This design comes from an exercise in tuning for small area, a short achievable clock period and few clock cycles per item on the open sky130 flow, not from production work. At most, simulation tests tie the RTL to the original design; equivalence was not proved. Power and IR drop assume default switching activity.

==> run C <==
Design pu_hbm_top, start of the top module:
module pu_hbm_top #(
    parameter PE_COL_NUM = 2
)(
    input                            clk            ,
    input                            rstn           ,
    input                            hbm_vld_i      ,
    output                           hbm_rdy_o      ,
    input   [5:0]                    pu_hbm_shift_i ,
    input                            pu_prelu_en_i  ,
    input   [20 * PE_COL_NUM -1: 0]  conv_oc0_i     ,
    input   [20 * PE_COL_NUM -1: 0]  conv_oc1_i     ,
    input   [20 * PE_COL_NUM -1: 0]  conv_oc2_i     ,
    input   [20 * PE_COL_NUM -1: 0]  conv_oc3_i     ,
    input   [15:0]                   hbm_para_oc0_i ,
    input   [15:0]                   hbm_para_oc1_i ,
    input   [15:0]                   hbm_para_oc2_i ,
    input   [15:0]                   hbm_para_oc3_i ,
    output                           hbm_vld_o      ,
    input                            hbm_rdy_i      ,
    output  [8 * PE_COL_NUM -1: 0]   hbm_oc0_o      ,
    output  [8 * PE_COL_NUM -1: 0]   hbm_oc1_o      ,
    output  [8 * PE_COL_NUM -1: 0]   hbm_oc2_o      ,
    output  [8 * PE_COL_NUM -1: 0]   hbm_oc3_o
);
    localparam NL = 4 * PE_COL_NUM;
    localparam QW = 8 * NL;
    reg        vld_a_r, vld_m_r, rdy_r;
    reg  [2:0] cnt_r;
    wire       acc   = hbm_vld_i & rdy_r;
    wire       vin   = vld_m_r;                  
    reg        vld_b_r;                          
    wire       pop   = vld_b_r & hbm_rdy_i;
    wire [2:0] cnt_n = cnt_r + {2'b0, acc} - {2'b0, pop};
    assign hbm_rdy_o = rdy_r;
    assign hbm_vld_o = vld_b_r;
    always @(posedge clk or negedge rstn) begin
        if (~rstn) begin
            vld_a_r <= 1'b0;
            vld_m_r <= 1'b0;
            cnt_r   <= 3'd0;
            rdy_r   <= 1'b1;
        end else begin
            vld_a_r <= acc;
            vld_m_r <= vld_a_r;
            cnt_r   <= cnt_n;
            rdy_r   <= ~cnt_n[2];
        end
    end
  ...
clock: 15.0 ns
lec_check: 0
cap_margin: 20
core_margin: 2
core_utilization: 55
cts_cluster_diameter: 80
cts_cluster_size: 25
place_density: 0.65
slew_margin: 20
synth_hierarchical: 1
synth_minimum_keep_size: 0
standard.sh (not shown) runs the stock make flow with config.mk's settings and CLKGATE_MAP_FILE= SYNTH_SCRIPT=/design/flow/synth_recipe.tcl, a recipe that flattens the netlist after the stock synthesis.
==> flow/flow/run.sh <==
#!/bin/bash
# Standard layout, with timing repair aiming past the clock period: repair_timing
# is asked for SETUP_SLACK_MARGIN ns of extra setup slack.
set -euo pipefail
bash standard.sh SETUP_SLACK_MARGIN=10.6 finish > standard_flow.log 2>&1
==> run K (differences from run C) <==
--- a/flow/design.v
+++ b/flow/design.v
@@ -73,18 +73,17 @@
     always @(posedge clk or negedge rstn) begin
         if (~rstn) begin
             vld_a_r <= 1'b0;
             vld_m_r <= 1'b0;
             cnt_r   <= 3'd0;
-            rdy_r   <= 1'b1;
         end else begin
             vld_a_r <= acc;
             vld_m_r <= vld_a_r;
             cnt_r   <= cnt_n;
-            rdy_r   <= ~cnt_n[2];
         end
     end
+    always @(posedge clk) rdy_r <= ~cnt_n[2];
     reg [5:0]  shift_r;
     reg [35:0] crow_r;
     reg [7:0]  one_r [0:3];
     reg [7:0]  two_r [0:3];
     reg [7:0]  neg_r [0:3];
==> flow/flow/run.sh (replaced) <==
#!/bin/bash
# Standard layout, with timing repair aiming past the clock period (repair_timing
# is asked for SETUP_SLACK_MARGIN ns of extra setup slack) and buf_2 cells as the
# port buffers.
set -euo pipefail
bash standard.sh SETUP_SLACK_MARGIN=10.75 'BUFFER_PORTS_ARGS=-buffer_cell sky130_fd_sc_hd__buf_2' finish > standard_flow.log 2>&1
CORE_UTILIZATION = 65   (was 55)
PLACE_DENSITY = 0.75   (was 0.65)
==> comparison table <==
| metric | run C | run K |
|---|---|---|
| Slew at the pin closest to its max-slew limit | 1307 ps | 1386 ps |
| Switching component of the power | 16.65 mW | 16.31 mW |
| Number of DRC markers after the initial detailed-route iteration | 13,040 | 13,592 |
| Outcome | complete, no violations | complete, no violations |
| Post-synth top area share | 22.00% | 22.00% |
| Floorplan row count | 168 | 155 |
| Synth cell types | 95 | 94 |
| Synth Cell Area | 116,600 um^2 | 116,600 um^2 |
| Met1 global-route usage | 50.64% | 54.65% |
| Finished Core Util | 59.90% | 69.54% |
| Power in combinational cells | 23.9 mW | 23.4 mW |
| Critical Path End | hbm_rdy_o | hbm_vld_o |
| Multi-input gate share of total cell area | 68.75% | 69.45% |
| Worst hold margin | 364.9 ps | 350.8 ps |
| Share of total power in sequential cells | 17.1% | 17.3% |
| Logic gate share of total power | 74.6% | 73.9% |
| Initial antenna violation count | 25 | 29 |
| Compound-Gate Fraction of Synth Area | 20.48% | 20.48% |
| Cells after DPL | 13,727 | 13,256 |
| Flop2flop setup slack | 10,620 ps | 10,760 ps |
| Layout-stage area growth over the synthesis result | 8.003% | 6.316% |
| Gr usage total | 37.85% | 43.31% |
| Clk network pwr share | 8.4% | 8.7% |
| Delay contributed by the slowest stage of the critical path | 550 ps | 430 ps |
| Die height | 464.4 um | 427.5 um |
Testbench counts of run K, summed over its fixed seeds: cycles 4,192, items 4,096.
Only the layout flow was run in run C; the RTL was not checked for function there.

afterwards: timing with drivers on the ports:
In the flow no input, the clock included, has a driving cell. The finished layouts below were timed again as built, in two steps.
Step 1 (the two cells are an assumption about what drives the block):
set clk [get_ports {clk}]
set_driving_cell -lib_cell sky130_fd_sc_hd__clkbuf_16 $clk
set_driving_cell -lib_cell sky130_fd_sc_hd__buf_2 [delete_from_list [all_inputs] $clk]
Step 2 also shifts input and output timing later by t, the mid clock arrival at the registers, as if the neighbouring blocks saw the same clock.
a / b / c = no drivers / after step 1 / after step 2; a / b = the first two.
| run | shift t [ns] | setup WS [ns] | latest minus earliest clock arrival (ns) | worst register clock-pin slew, ns |
|---|---|---|---|---|
| run C | 0.864 | 10.577 / 10.484 / 10.010 | 0.052 / 0.052 | 0.10 / 0.10 |
| run K | 0.865 | 10.651 / 10.559 / 9.946 | 0.049 / 0.049 | 0.10 / 0.10 |
After both steps setup and hold are still met in every run listed. For run K, which loses most, drivers alone change the setup slack by -0.092 ns; drivers and shift together by -0.705 ns.
